This design comes from an exercise in tuning for small area, a short achievable clock period and few clock cycles on the open sky130 flow, not from production work. The RTL of this run was laid out without a check of its function. Power and IR drop assume default switching activity.

==> flow/design.v <==
module ceiling_counter #(
  parameter int Width      = 8,
  parameter int HasCeiling = 1
) (
  input  logic             clk_i,
  input  logic             rst_ni,        
  input  logic             tick_i,
  input  logic             clear_i,       
  input  logic [Width-1:0] ceiling_i,
  output logic [Width-1:0] count_o,
  output logic             last_value_o
);
  always_ff @(posedge clk_i or negedge rst_ni) begin
    if (!rst_ni) begin
      count_o <= '0;
    end else if (clear_i) begin
      count_o <= '0;
    end else if (tick_i) begin
      if (HasCeiling) begin
        if (count_o < (ceiling_i - 1'b1))
          count_o <= count_o + 1'b1;
        else count_o <= '0;
      end else begin
        count_o <= count_o + 1'b1;
      end
    end
  end
  always_comb begin
    if (HasCeiling) begin
      last_value_o = (count_o == (ceiling_i - 1'b1)) && tick_i;
    end else begin
      last_value_o = (&count_o) && tick_i;
    end
  end
endmodule
module register_chain #(
  parameter int Depth     = 3,
  parameter int DataWidth = 8
)(
  input  logic                     clk_i,
  input  logic                     rst_ni,
  input  logic [DataWidth-1:0]     data_in_i,
  output logic [DataWidth-1:0]     data_out_o
);
  logic [DataWidth-1:0] registers [0:Depth-1];
  always_ff @(posedge clk_i or negedge rst_ni) begin
    if (!rst_ni) begin
      for (int i = 0; i < Depth; i++) begin
        registers[i] <= '0;
      end
    end else begin
      registers[0] <= data_in_i;
      for (int i = 1; i < Depth; i++) begin
        registers[i] <= registers[i-1];
      end
    end
  end
  assign data_out_o = registers[Depth-1];
endmodule
module general_mac_pe #(
  parameter int unsigned InDataWidth  = 8,
  parameter int unsigned NumInputs    = 1,
  parameter int unsigned OutDataWidth = 32
)(
  input  logic clk_i,
  input  logic rst_ni,
  input  logic signed [NumInputs-1:0][InDataWidth-1:0] a_i,
  input  logic signed [NumInputs-1:0][InDataWidth-1:0] b_i,
  input  logic a_valid_i,
  input  logic b_valid_i,
  input  logic [1:0] acc_mux_sel,
  input  logic signed [OutDataWidth-1:0] acc_north,
  input  logic signed [OutDataWidth-1:0] acc_west,
  output logic signed [NumInputs-1:0][InDataWidth-1:0] a_o_east,
  output logic signed [NumInputs-1:0][InDataWidth-1:0] b_o_south,
  output logic signed [OutDataWidth-1:0] acc_east,
  output logic signed [OutDataWidth-1:0] acc_south
);
  logic acc_valid;
  logic signed [NumInputs-1:0][InDataWidth-1:0] regA, regB;
  logic signed [OutDataWidth-1:0] mult_result;
  logic signed [OutDataWidth-1:0] acc_mux_in, c_o, accumulation_result;
  logic [1:0] reg_mux_sel;
  logic acc_clr_i;
  assign acc_south = c_o;
  assign acc_east  = c_o;
  assign a_o_east  = regA;
  assign b_o_south = regB;
  always_ff @(posedge clk_i or negedge rst_ni) begin
    if (!rst_ni) begin
      regA <= '0;
      regB <= '0;
    end else begin
      if(a_valid_i)
        regA <= a_i;
      else
        regA <= '0;
      if(b_valid_i)
        regB <= b_i;
      else
        regB <= '0;
    end
  end
  always_comb begin
    mult_result = '0;
    for (int i = 0; i < NumInputs; i++) begin
      mult_result += $signed(regA[i]) * $signed(regB[i]);
    end
  end
  always_comb begin
    accumulation_result = mult_result + c_o;
  end
  always_ff @(posedge clk_i or negedge rst_ni) begin
    if (!rst_ni) begin
      c_o <= '0;
    end else if (acc_valid) begin
      c_o <= acc_mux_in;
    end else if (acc_clr_i) begin
      c_o <= '0;
    end else begin
      c_o <= c_o;
    end
  end
  always_comb begin
    case (acc_mux_sel)
      2'b00: begin 
        acc_mux_in = accumulation_result;  
        acc_clr_i  =  0;
        acc_valid  =  1;
      end
      2'b01: begin
        acc_mux_in = acc_north;  
        acc_clr_i  =  0;
        acc_valid  =  1;
      end
      2'b10: begin
        acc_mux_in = acc_west;   
        acc_clr_i  =  0;
        acc_valid  =  1;
      end
      2'b11: begin
        acc_mux_in = '0;         
        acc_clr_i  =  1;         
        acc_valid  =  0;
      end
      default: begin
        acc_mux_in = '0;
        acc_clr_i  =  0;         
        acc_valid  =  0;
      end
    endcase
  end
endmodule
module gemm_systolic_array_top #(
  parameter int unsigned numInputs = 4,
  parameter int unsigned dataWidth_I = 8,
  parameter int unsigned dataWidth_O = 32
) (
  input  logic                            clk_i,
  input  logic                            rst_ni,
  input  logic                            valid_data,
  input  logic signed [numInputs-1:0][dataWidth_I-1:0] sram_a_rdata_i,
  input  logic signed [numInputs-1:0][dataWidth_I-1:0] sram_b_rdata_i,  
  input  logic        [1:0]               acc_mux_sel,
  output logic signed [numInputs-1:0][dataWidth_O-1:0] sram_c_wdata_o,
  output logic                            done_o
);
  genvar m, k, n, connect_iter;
  logic busy;
  logic signed [4-1:0][4-1:0][dataWidth_I-1:0]  a_i;
  logic signed [4-1:0][4-1:0][dataWidth_I-1:0]  b_i;
  logic signed [4-1:0][4-1:0][dataWidth_I-1:0]  a_o_east;
  logic signed [4-1:0][4-1:0][dataWidth_I-1:0]  b_o_south;
  logic signed [4-1:0][4-1:0][dataWidth_O-1:0] acc_north;  
  logic signed [4-1:0][4-1:0][dataWidth_O-1:0] acc_west;   
  logic signed [4-1:0][4-1:0][dataWidth_O-1:0] acc_east;   
  logic signed [4-1:0][4-1:0][dataWidth_O-1:0] acc_south;  
  logic [1:0] reg_mux_sel;
  assign reg_mux_sel = acc_mux_sel;
  always_comb begin
    for (int i = 0; i < numInputs; i++) begin
      if(reg_mux_sel == 2'b01)
          sram_c_wdata_o[i] = acc_south[4-1][i];
      else if (reg_mux_sel == 2'b10)
          sram_c_wdata_o[i] = acc_east[i][4-1];
      else begin 
        sram_c_wdata_o[i] = '0;
      end
    end
  end
  logic [dataWidth_O-1:0] dbg_out_c_1;
  logic [dataWidth_O-1:0] dbg_out_c_2;
  logic [dataWidth_O-1:0] dbg_out_c_3;
  logic [dataWidth_O-1:0] dbg_out_c_4;
  assign dbg_out_c_1 = sram_c_wdata_o[0];
  assign dbg_out_c_2 = sram_c_wdata_o[1];
  assign dbg_out_c_3 = sram_c_wdata_o[2];
  assign dbg_out_c_4 = sram_c_wdata_o[3];
  for(connect_iter = 0; connect_iter < 4; connect_iter++) begin : connect_a_b
    for(n = 0; n < 4; n++) begin : connect_a
      if (connect_iter == 0) begin
        assign b_i[connect_iter][n] = sram_b_rdata_i[n];  
      end else begin
        assign b_i[connect_iter][n] = b_o_south[connect_iter-1][n];  
      end
    end
    for(m = 0; m < 4; m++) begin : connect_b
      if (connect_iter == 0) begin
        assign a_i[m][connect_iter] = sram_a_rdata_i[m];  
      end else begin
        assign a_i[m][connect_iter] = a_o_east[m][connect_iter-1];  
      end
    end
  end
  for(connect_iter = 0; connect_iter < 4; connect_iter++) begin : connect_acc
    for(n = 0; n < 4; n++) begin : connect_acc_north
      if (connect_iter == 0) begin
        assign acc_north[connect_iter][n] = acc_south[0][n];  
      end else begin
        assign acc_north[connect_iter][n] = acc_south[connect_iter-1][n];  
      end
    end
    for(m = 0; m < 4; m++) begin : connect_acc_east
      if (connect_iter == 0) begin
        assign acc_west[m][connect_iter] = acc_east[0][m];  
      end else begin
        assign acc_west[m][connect_iter] = acc_east[m][connect_iter-1];  
      end
    end
  end
  for (m = 0; m < 4; m++) begin : gem_mac_pe_m
    for (n = 0; n < 4; n++) begin : gem_mac_pe_n
        general_mac_pe #(
        .InDataWidth  ( dataWidth_I            ),
        .NumInputs    ( 1                      ),
        .OutDataWidth ( dataWidth_O           )
      ) i_mac_pe (
        .clk_i        ( clk_i                  ),
        .rst_ni       ( rst_ni                 ),
        .a_i          ( a_i[m][n]              ),
        .b_i          ( b_i[m][n]              ),
        .a_valid_i    ( valid_data             ),
        .b_valid_i    ( valid_data             ),
        .acc_north    ( acc_north[m][n]        ),
        .acc_mux_sel  ( reg_mux_sel            ),
        .acc_west     ( acc_west[m][n]         ),
        .a_o_east     ( a_o_east[m][n]         ),
        .b_o_south    ( b_o_south[m][n]        ),
        .acc_east     ( acc_east[m][n]         ),
        .acc_south    ( acc_south[m][n]        )
      );
    end
  end
endmodule
module gemm_accelerator_top_nxnxn #(
  parameter int unsigned InDataWidth      = 8,
  parameter int unsigned OutDataWidth     = 32,
  parameter int unsigned AddrWidth        = 16,
  parameter int unsigned SizeAddrWidth    = 8,
  parameter int unsigned NumKernels       = 2,
  parameter int unsigned NumParallelLanes = 4
) (
  input  logic                            clk_i,
  input  logic                            rst_ni,
  input  logic                            start_i,
  output logic                            done_o,
  input  logic        [SizeAddrWidth-1:0] M_size_i,
  input  logic        [SizeAddrWidth-1:0] K_size_i,
  input  logic        [SizeAddrWidth-1:0] N_size_i,
  output logic        [    AddrWidth-1:0] sram_a_addr_o,
  output logic        [    AddrWidth-1:0] sram_b_addr_o,
  output logic        [    AddrWidth-1:0] sram_c_addr_o,
  input  logic signed [InDataWidth*NumParallelLanes-1:0]              sram_a_rdata_i, 
  input  logic signed [InDataWidth*NumKernels*NumParallelLanes-1:0]   sram_b_rdata_i,
  output logic signed [OutDataWidth*NumKernels*NumParallelLanes-1:0]  sram_c_wdata_o,
  output logic                            sram_c_we_o
);
  logic signed [NumParallelLanes-1:0][InDataWidth-1:0]  sram_a_unpacked;  
  logic signed [NumKernels-1:0][NumParallelLanes-1:0][InDataWidth-1:0]  sram_b_packed;
  logic signed [NumKernels-1:0][NumParallelLanes-1:0][OutDataWidth-1:0] sram_c_packed;
  always_comb begin
    for (int n = 0; n < NumParallelLanes; n++) begin
      sram_a_unpacked[n] = sram_a_rdata_i[(n + 1)*InDataWidth-1 -: InDataWidth];
    end
  end
  always_comb begin
    for (int k = 0; k < NumKernels; k++) begin
      for (int n = 0; n < NumParallelLanes; n++) begin
        sram_b_packed[k][n] = sram_b_rdata_i[((k*NumParallelLanes) + n + 1)*InDataWidth-1 -: InDataWidth];
      end
    end
  end
  always_comb begin
    for (int k = 0; k < NumKernels; k++) begin
      for (int n = 0; n < NumParallelLanes; n++) begin
        sram_c_wdata_o[((k*NumParallelLanes) + n + 1)*OutDataWidth-1 -: OutDataWidth] = sram_c_packed[k][n];
      end
    end
  end
  logic tick_k, tick_n, tick_m;
  logic done_k, done_n, done_m;
  logic [SizeAddrWidth-1:0] count_k, count_n, count_m;
  ceiling_counter #(
    .Width      ( SizeAddrWidth ),
    .HasCeiling ( 1 )
  ) i_cnt_k (
    .clk_i      ( clk_i ),
    .rst_ni     ( rst_ni ),
    .clear_i    ( start_i ),
    .tick_i     ( tick_k ),
    .ceiling_i  ( K_size_i ), 
    .count_o    ( count_k ),
    .last_value_o ( done_k )
  );
  ceiling_counter #(
    .Width      ( SizeAddrWidth ),
    .HasCeiling ( 1 )
  ) i_cnt_n (
    .clk_i      ( clk_i ),
    .rst_ni     ( rst_ni ),
    .clear_i    ( start_i ),
    .tick_i     ( done_k ),  
    .ceiling_i  ( N_size_i>>$clog2(NumParallelLanes*NumKernels) ),  
    .count_o    ( count_n ),
    .last_value_o ( done_n )
  );
  logic done_last;
  ceiling_counter #(
    .Width      ( SizeAddrWidth ),
    .HasCeiling ( 1 )
  ) i_cnt_m (
    .clk_i      ( clk_i ),
    .rst_ni     ( rst_ni ),
    .clear_i    ( start_i ),
    .tick_i     ( done_n ),
    .ceiling_i  ( M_size_i>>2 ),  
    .count_o    ( count_m ),
    .last_value_o ( done_last )  
  );
  typedef enum logic [2:0] {
    IDLE,
    START_KERNELS,
    K_FILL,
    K_FLOOD,
    K_FLUSH,
    K_FLOOD_LAST,
    K_FLUSH_LAST,
    DONE
  } state_t;
  state_t current_state, next_state;
  logic   start_kernels_comb;  
  logic   all_kernels_done;    
  logic signed [NumParallelLanes-1:0][InDataWidth-1:0]  skewed_data_a;  
  logic signed [NumKernels-1:0][NumParallelLanes-1:0][InDataWidth-1:0]  skewed_data_b;
  logic signed [NumParallelLanes-1:0][InDataWidth-1:0] a_data;
  logic signed [NumKernels-1:0][NumParallelLanes-1:0][InDataWidth-1:0] b_data;
  assign a_data = (current_state == K_FILL) ? sram_a_unpacked : '0;
  genvar i, j;
  generate
    for (i = 0; i < NumParallelLanes; i++) begin : gen_skew_a
      if ( i == 0 ) begin
        assign skewed_data_a[0] = a_data[0];
      end else begin
        register_chain #(
          .Depth    (i),
          .DataWidth(InDataWidth)
        ) i_reg_chain_a (
          .clk_i      ( clk_i ),
          .rst_ni     ( rst_ni ),
          .data_in_i  ( a_data[i] ),
          .data_out_o ( skewed_data_a[i] )
        );
      end
    end
  endgenerate
  logic        [1:0]               control_pe;
  logic                             valid_data;
  logic        [NumKernels-1:0]     sub_done;
  logic        [NumKernels-1:0]     all_weights_sent;
  logic        [NumKernels-1:0]     done_pe;
  generate
    for (i = 0; i < NumKernels; i++) begin : gen_kernels
      assign b_data[i] = (current_state == K_FILL) ? sram_b_packed[i] : '0;
      for (j = 0; j < NumParallelLanes; j++) begin : gen_lanes
        if ( j == 0 ) begin
          assign skewed_data_b[i][0] = b_data[i][0];
        end else begin
          register_chain #(
            .Depth    (j),
            .DataWidth(InDataWidth)
          ) i_reg_chain_b (
            .clk_i      ( clk_i ),
            .rst_ni     ( rst_ni ),
            .data_in_i  ( b_data[i][j] ),
            .data_out_o ( skewed_data_b[i][j] )
          );
        end
      end
      gemm_systolic_array_top #(
        .numInputs      ( NumParallelLanes ),
        .dataWidth_I    ( InDataWidth      ),
        .dataWidth_O    ( OutDataWidth     )
      ) i_systolic_array (
        .clk_i          ( clk_i            ),
        .rst_ni         ( rst_ni           ),
        .valid_data     ( valid_data       ),
        .acc_mux_sel    ( control_pe       ),  
        .sram_a_rdata_i ( skewed_data_a    ),
        .sram_b_rdata_i ( skewed_data_b[i]    ),
        .sram_c_wdata_o ( sram_c_packed[i]   ),
        .done_o         ( done_pe[i]          )
      );  
    end
  endgenerate
  logic [2:0] wait_flooding;
  logic [1:0] wait_flushing;  logic [1:0] offset_c_sram;
  assign offset_c_sram = wait_flushing; 
  always_ff @(posedge clk_i or negedge rst_ni) begin
    if (!rst_ni) current_state <= IDLE;
    else         current_state <= next_state;
  end
  always_comb begin
    next_state = current_state;
    case (current_state)
      IDLE:begin
        if (start_i) next_state = START_KERNELS;
      end 
      START_KERNELS: begin
          next_state = K_FILL;
      end
      K_FILL: begin
        if (done_last) next_state = K_FLOOD_LAST;  
        else begin
          if (done_k) next_state = K_FLOOD;  
        end
      end
      K_FLOOD: begin
        if (wait_flooding >= 3'd6) next_state = K_FLUSH;
      end
      K_FLUSH: begin
        if (wait_flushing == 0) next_state = START_KERNELS;
      end
      K_FLOOD_LAST: begin
        if (wait_flooding >= 3'd6) next_state = K_FLUSH_LAST;
      end
      K_FLUSH_LAST: begin
        if (wait_flushing == 0) next_state = DONE;
      end
      DONE: begin
        next_state = IDLE;
      end
      default: 
        next_state = IDLE;
    endcase
  end
  always_comb begin
    valid_data  = 1'b0;
    done_o      = 1'b0;
    control_pe  = 2'b11;  
    sram_c_we_o = 1'b0; 
    tick_k      = 1'b0;
    case (current_state)
      IDLE: begin
        control_pe = 2'b11;  
      end
      START_KERNELS: begin
        control_pe = 2'b11;  
      end
      K_FILL: begin
        tick_k = 1'b1;
        valid_data = 1'b1;
        control_pe = 2'b00;  
      end
      K_FLOOD, K_FLOOD_LAST: begin
        valid_data = 1'b1;
        control_pe = 2'b00;  
      end
      K_FLUSH, K_FLUSH_LAST: begin
        valid_data = 1'b0;
        control_pe = 2'b01;  
        sram_c_we_o = 1'b1;  
      end
      DONE: begin
        done_o = 1'b1;
        control_pe = 2'b11;  
      end
      default:
        control_pe = 2'b11;  
    endcase
  end
  logic [SizeAddrWidth-1:0] reg_count_n, reg_count_m;
  always_ff @(posedge clk_i or negedge rst_ni) begin
    if (!rst_ni) begin
      wait_flooding <= '0;
      wait_flushing <= 2'd3;
      reg_count_n <= '0;
      reg_count_m <= '0;
    end else begin
      if (current_state == K_FILL) begin
          reg_count_n <= count_n;
          reg_count_m <= count_m;
      end 
      if ((current_state == K_FLOOD) || (current_state == K_FLOOD_LAST)) begin
          wait_flooding <= wait_flooding + 1;
      end else begin
          wait_flooding <= '0;
      end
      if ((current_state == K_FLUSH) || (current_state == K_FLUSH_LAST)) begin
          wait_flushing <= wait_flushing - 1;
      end else begin
          wait_flushing <= 2'd3;
      end
    end
  end
  always_comb begin
    sram_a_addr_o = count_m + count_k*(M_size_i>>2); 
    sram_b_addr_o = count_n + count_k*(N_size_i>>$clog2(NumParallelLanes*NumKernels)); 
    sram_c_addr_o = (reg_count_n) + reg_count_m*((N_size_i>>$clog2(NumParallelLanes*NumKernels))<<2) + offset_c_sram*(N_size_i>>$clog2(NumParallelLanes*NumKernels));
  end
endmodule
==> flow/run.sh <==
#!/bin/bash
# synth_recipe.tcl (not shown) runs the flow's synth.tcl, then flattens the netlist and writes it again
# the make line also repeats each setting of config.mk as NAME=value (left out here)
make -C /OpenROAD-flow-scripts/flow DESIGN_CONFIG=/design/flow/config.mk WORK_HOME=/design/flow/orfs CLKGATE_MAP_FILE= SYNTH_SCRIPT=/design/flow/synth_recipe.tcl finish
==> flow/config.mk <==
export PLATFORM = sky130hd
export DESIGN_NAME = gemm_accelerator_top_nxnxn
export DESIGN_NICKNAME = gemm_accelerator_top_nxnxn
export VERILOG_FILES = /design/flow/design.v
export SDC_FILE = /design/flow/constraint.sdc
export NUM_CORES = 4
export LEC_CHECK = 0
export CAP_MARGIN = 20
export CORE_MARGIN = 2
export CORE_UTILIZATION = 40
export SLEW_MARGIN = 20
==> flow/constraint.sdc <==
create_clock -name core_clock -period 10.0 [get_ports {clk_i}]
set_input_delay 2.0000 -clock core_clock [delete_from_list [all_inputs] [get_ports {clk_i}]]
set_output_delay 2.0000 -clock core_clock [all_outputs]
set_load 0.01 [all_outputs]
==> run notes <==
logic make-up after synthesis:
logic type / after synthesis / share of synthesized area, %
adders and majority gates: 6805 / 49.9
muxes: 52 / 0.220
and+or+nand+nor: 4913 / 10.2
buffers and inverters: 4106 / 6.50
AOI/OAI and AO/OA: 4261 / 12.5
xor gates and xnor gates: 1035 / 3.82
other: 1 / 0.00158
DFF: 1600 / 16.9
layout make-up:
type	instances	area share, %
multi-input combinational	17069	70.6
inverter	3262	4.75
antenna	38	0.0368
timing repair buffer	626	2.39
clock buffer	291	2.37
tap	7837	3.80
sequential	1600	15.5
clock inverter	96	0.547
per-layer routing:
layer	up-vias	track usage [%]	wire length, um
li1	75102	-	-
met3	1030	5.81	58900
met2	5271	37.9	323000
met5	-	0.387	624
met4	40	6.54	21500
met1	88086	32.6	299000
per-stage QoR:
stage | worst slack [ns] | hold slack (ns)
after global placement | 0.498 | 0.333
after CTS | 0.513 | 0.313
after global routing | 0.192 | 0.326
final | 0.560 | 0.329
after floorplan | 1.47 | 0.331
after detailed placement | 0.552 | 0.335
layout by cell type, fill, tap and decap left out, drive strengths merged, types with 161 or more instances in the layout:
| cell type | count |
|---|---|
| a21oi | 795 |
| a21o | 371 |
| a211oi | 492 |
| a22o | 218 |
| a22oi | 161 |
| nand2 | 1513 |
| clkbuf | 291 |
| a221oi | 499 |
| buf | 207 |
| xor2 | 390 |
| nor3 | 176 |
| nor2 | 941 |
| clkdlybuf4s50 | 419 |
| xnor2 | 645 |
| ha | 2369 |
| fa | 4436 |
| inv | 3237 |
| and2 | 1542 |
| dfrtp | 1598 |
| o21ai | 765 |
worst paths after layout:
path / from / end / slack [ns] / depth (start not counted)
max: M_size_i[2] / sram_a_addr_o[14] / 0.56 / 18
min: flip-flop / flip-flop / 0.33 / 0
max reg2reg: flip-flop / flip-flop / 2.10 / 20
min reg2reg: flip-flop / flip-flop / 0.33 / 0
max in group asynchronous: rst_ni / asynchronous set/reset pin / 6.79 / 3
min in group asynchronous: rst_ni / asynchronous set/reset pin / 1.06 / 1
critical path: stages:
cell and delay (ns):
clkdlybuf4s50_1 0.64, and2_1 0.30, fa_1 0.54, inv_1 0.06, fa_1 0.48, fa_1 0.51, inv_1 0.05, fa_1 0.44
ha_1 0.33, a21oi_1 0.20, nor2b_1 0.07, o21ai_0 0.21, a21oi_1 0.12, o41ai_1 0.47, o21bai_1 0.11, a21oi_1 0.19
xnor2_1 0.15, clkdlybuf4s50_1 0.57
power by group through the flow:
stage          combinational [mW]  sequential (mW)  clock, mW
6_report                     33.7             11.9       8.61
3_5_place_dp                 33.3             11.9          0
5_1_grt                      37.5             12.1       9.02
3_3_place_gp                 32.8             11.8          0
2_1_floorplan                22.6             10.1          0
4_1_cts                      33.7             11.8       8.80
==> metrics.cfg <==
[synth]
yosys-top-cells-area = fa_1 37%, dfrtp_1 17%, ha_1 12%
ys.flop_type = dfrtp_1
yosys_warnings = 10
yosys.area.top_type_share_pct = 37.4
synth-seq-area-share_pct = 16.9
avgSynthCellArea_um2 = 10.4
yosysTopAreaCell = fa_1
synth_cell_type_count = 90
ys_async_sr_fraction_pct = 100
yosysMostFrequentCell = fa_1
synth_common_cells = 4436 x fa_1, 3227 x inv_1, 2369 x ha_1
synth_area_um2 = 237000
syn_inst = 22773
synth_edf_count = 0
yosys_register_bits = 1600

[job]
drv_cap = 0

[power]
p_int_mw = 25.6
pwr_density_cell_nw_per_um2 = 210
p_sw_mw = 28.6
seqPwrFrac_pct = 21.9
pwr-share-comb_pct = 62.2
p_clk_share_pct = 15.9
netSwitchingFraction_pct = 52.7
leakagePower_nw = 135
power_mw = 54.2
ir_drop_uv = 534

[cells_and_area]
num-nets-final = 29701
finalInstanceArea_um2 = 258000
syn_to_final_growth_pct = 8.69
utilization_pct = 43.5
fillers = 56243
multi_input_area_um2 = 182000
ff_latch_area_um2 = 40000
fin_cells = 30819
drive_gt1_share_pct = 3.02

[drt]
via_per_inst = 5.50
post_drt_wl_per_cell_um = 22.8
drt.antenna.violating_nets = 0
vias = 169529
drt_wl_total_mm = 703
drc = 0
first_pass_iters = 6
first_iter_violations = 11148

[outcome]
status = no timing/DRC/antenna violations

[floorplan]
die_y_um = 775
die_width_um = 775
initial_utilization_pct = 40.1
num_rows = 283
die-area_um2 = 600000
core_um2 = 593000
pin_count = 429

[cts]
cts_max_level = 4
clkSinkCount = 1600
ctsResizeCount = 0
clock_path_buffers = 4
cts_buffers = 214
path_clk_slew_ns = 0.06
insertion_delay_ns = 1.00
cts_tree = built
post_cts_buffers = 0
holdBufCountCts = 0
root_buffer = clkbuf_16

[timing]
slew_headroom_pct = 16.4
fmax_mhz = 106
setup_viol = 0
fin_crit_ns = 9.44
skew_ns = 0.0764
final_max_slew_viol_count = 0
rsz0062_at_grt = no
hold_viol_final = 0
timing.final.crit_share_pct = 94.4
setup_tns_ns = 0
tightest_slew_ns = 1.22

[global_routing]
grt_pass1_vias = 186568
grt_pass1_wl_mm = 1110
grt_max_degree = 189
grtUsageTotal_pct = 23.9
gr-total-overflow = 0
antenna_found_initial = 69

[worst_setup_path]
critPathCaptureType = output port
cp.arrival_ns = 7.44
crit_type = input pin to output port
cp_data_required_time_ns = 8.00
start_kind = input pin
cp_max_fo = 10

[placement]
place_congestion = 0.897
placed_cell_area_um2 = 250000
portBuffers = 420
dp_cells = 30393
dp_hpwl_mm = 574

[min_path]
min_path_type = flip-flop to flip-flop

-- separate check: timing with driven ports --
The results above use ideal ports. As a check the final layout listed here was re-extracted and re-timed, cells and wires unchanged.
Step 1 (the two cells are an assumption about what drives the block):
set clk [get_ports {clk_i}]
set_driving_cell -lib_cell sky130_fd_sc_hd__clkbuf_16 $clk
set_driving_cell -lib_cell sky130_fd_sc_hd__buf_2 [delete_from_list [all_inputs] $clk]
Step 2 also shifts input and output timing later by t, the mid clock arrival at the registers, as if the neighbouring blocks saw the same clock.
a / b / c = ideal / step 1 / step 2; a / b = the first two.
t, ns: 1.093
slack for setup (ns): 0.560 / 0.534 / 0.534
worst data-port slew with drivers (ns): 0.14
After both steps setup and hold are still met in this run. The setup slack of this run moves by -0.026 ns with the drivers and by -0.026 ns with both steps.
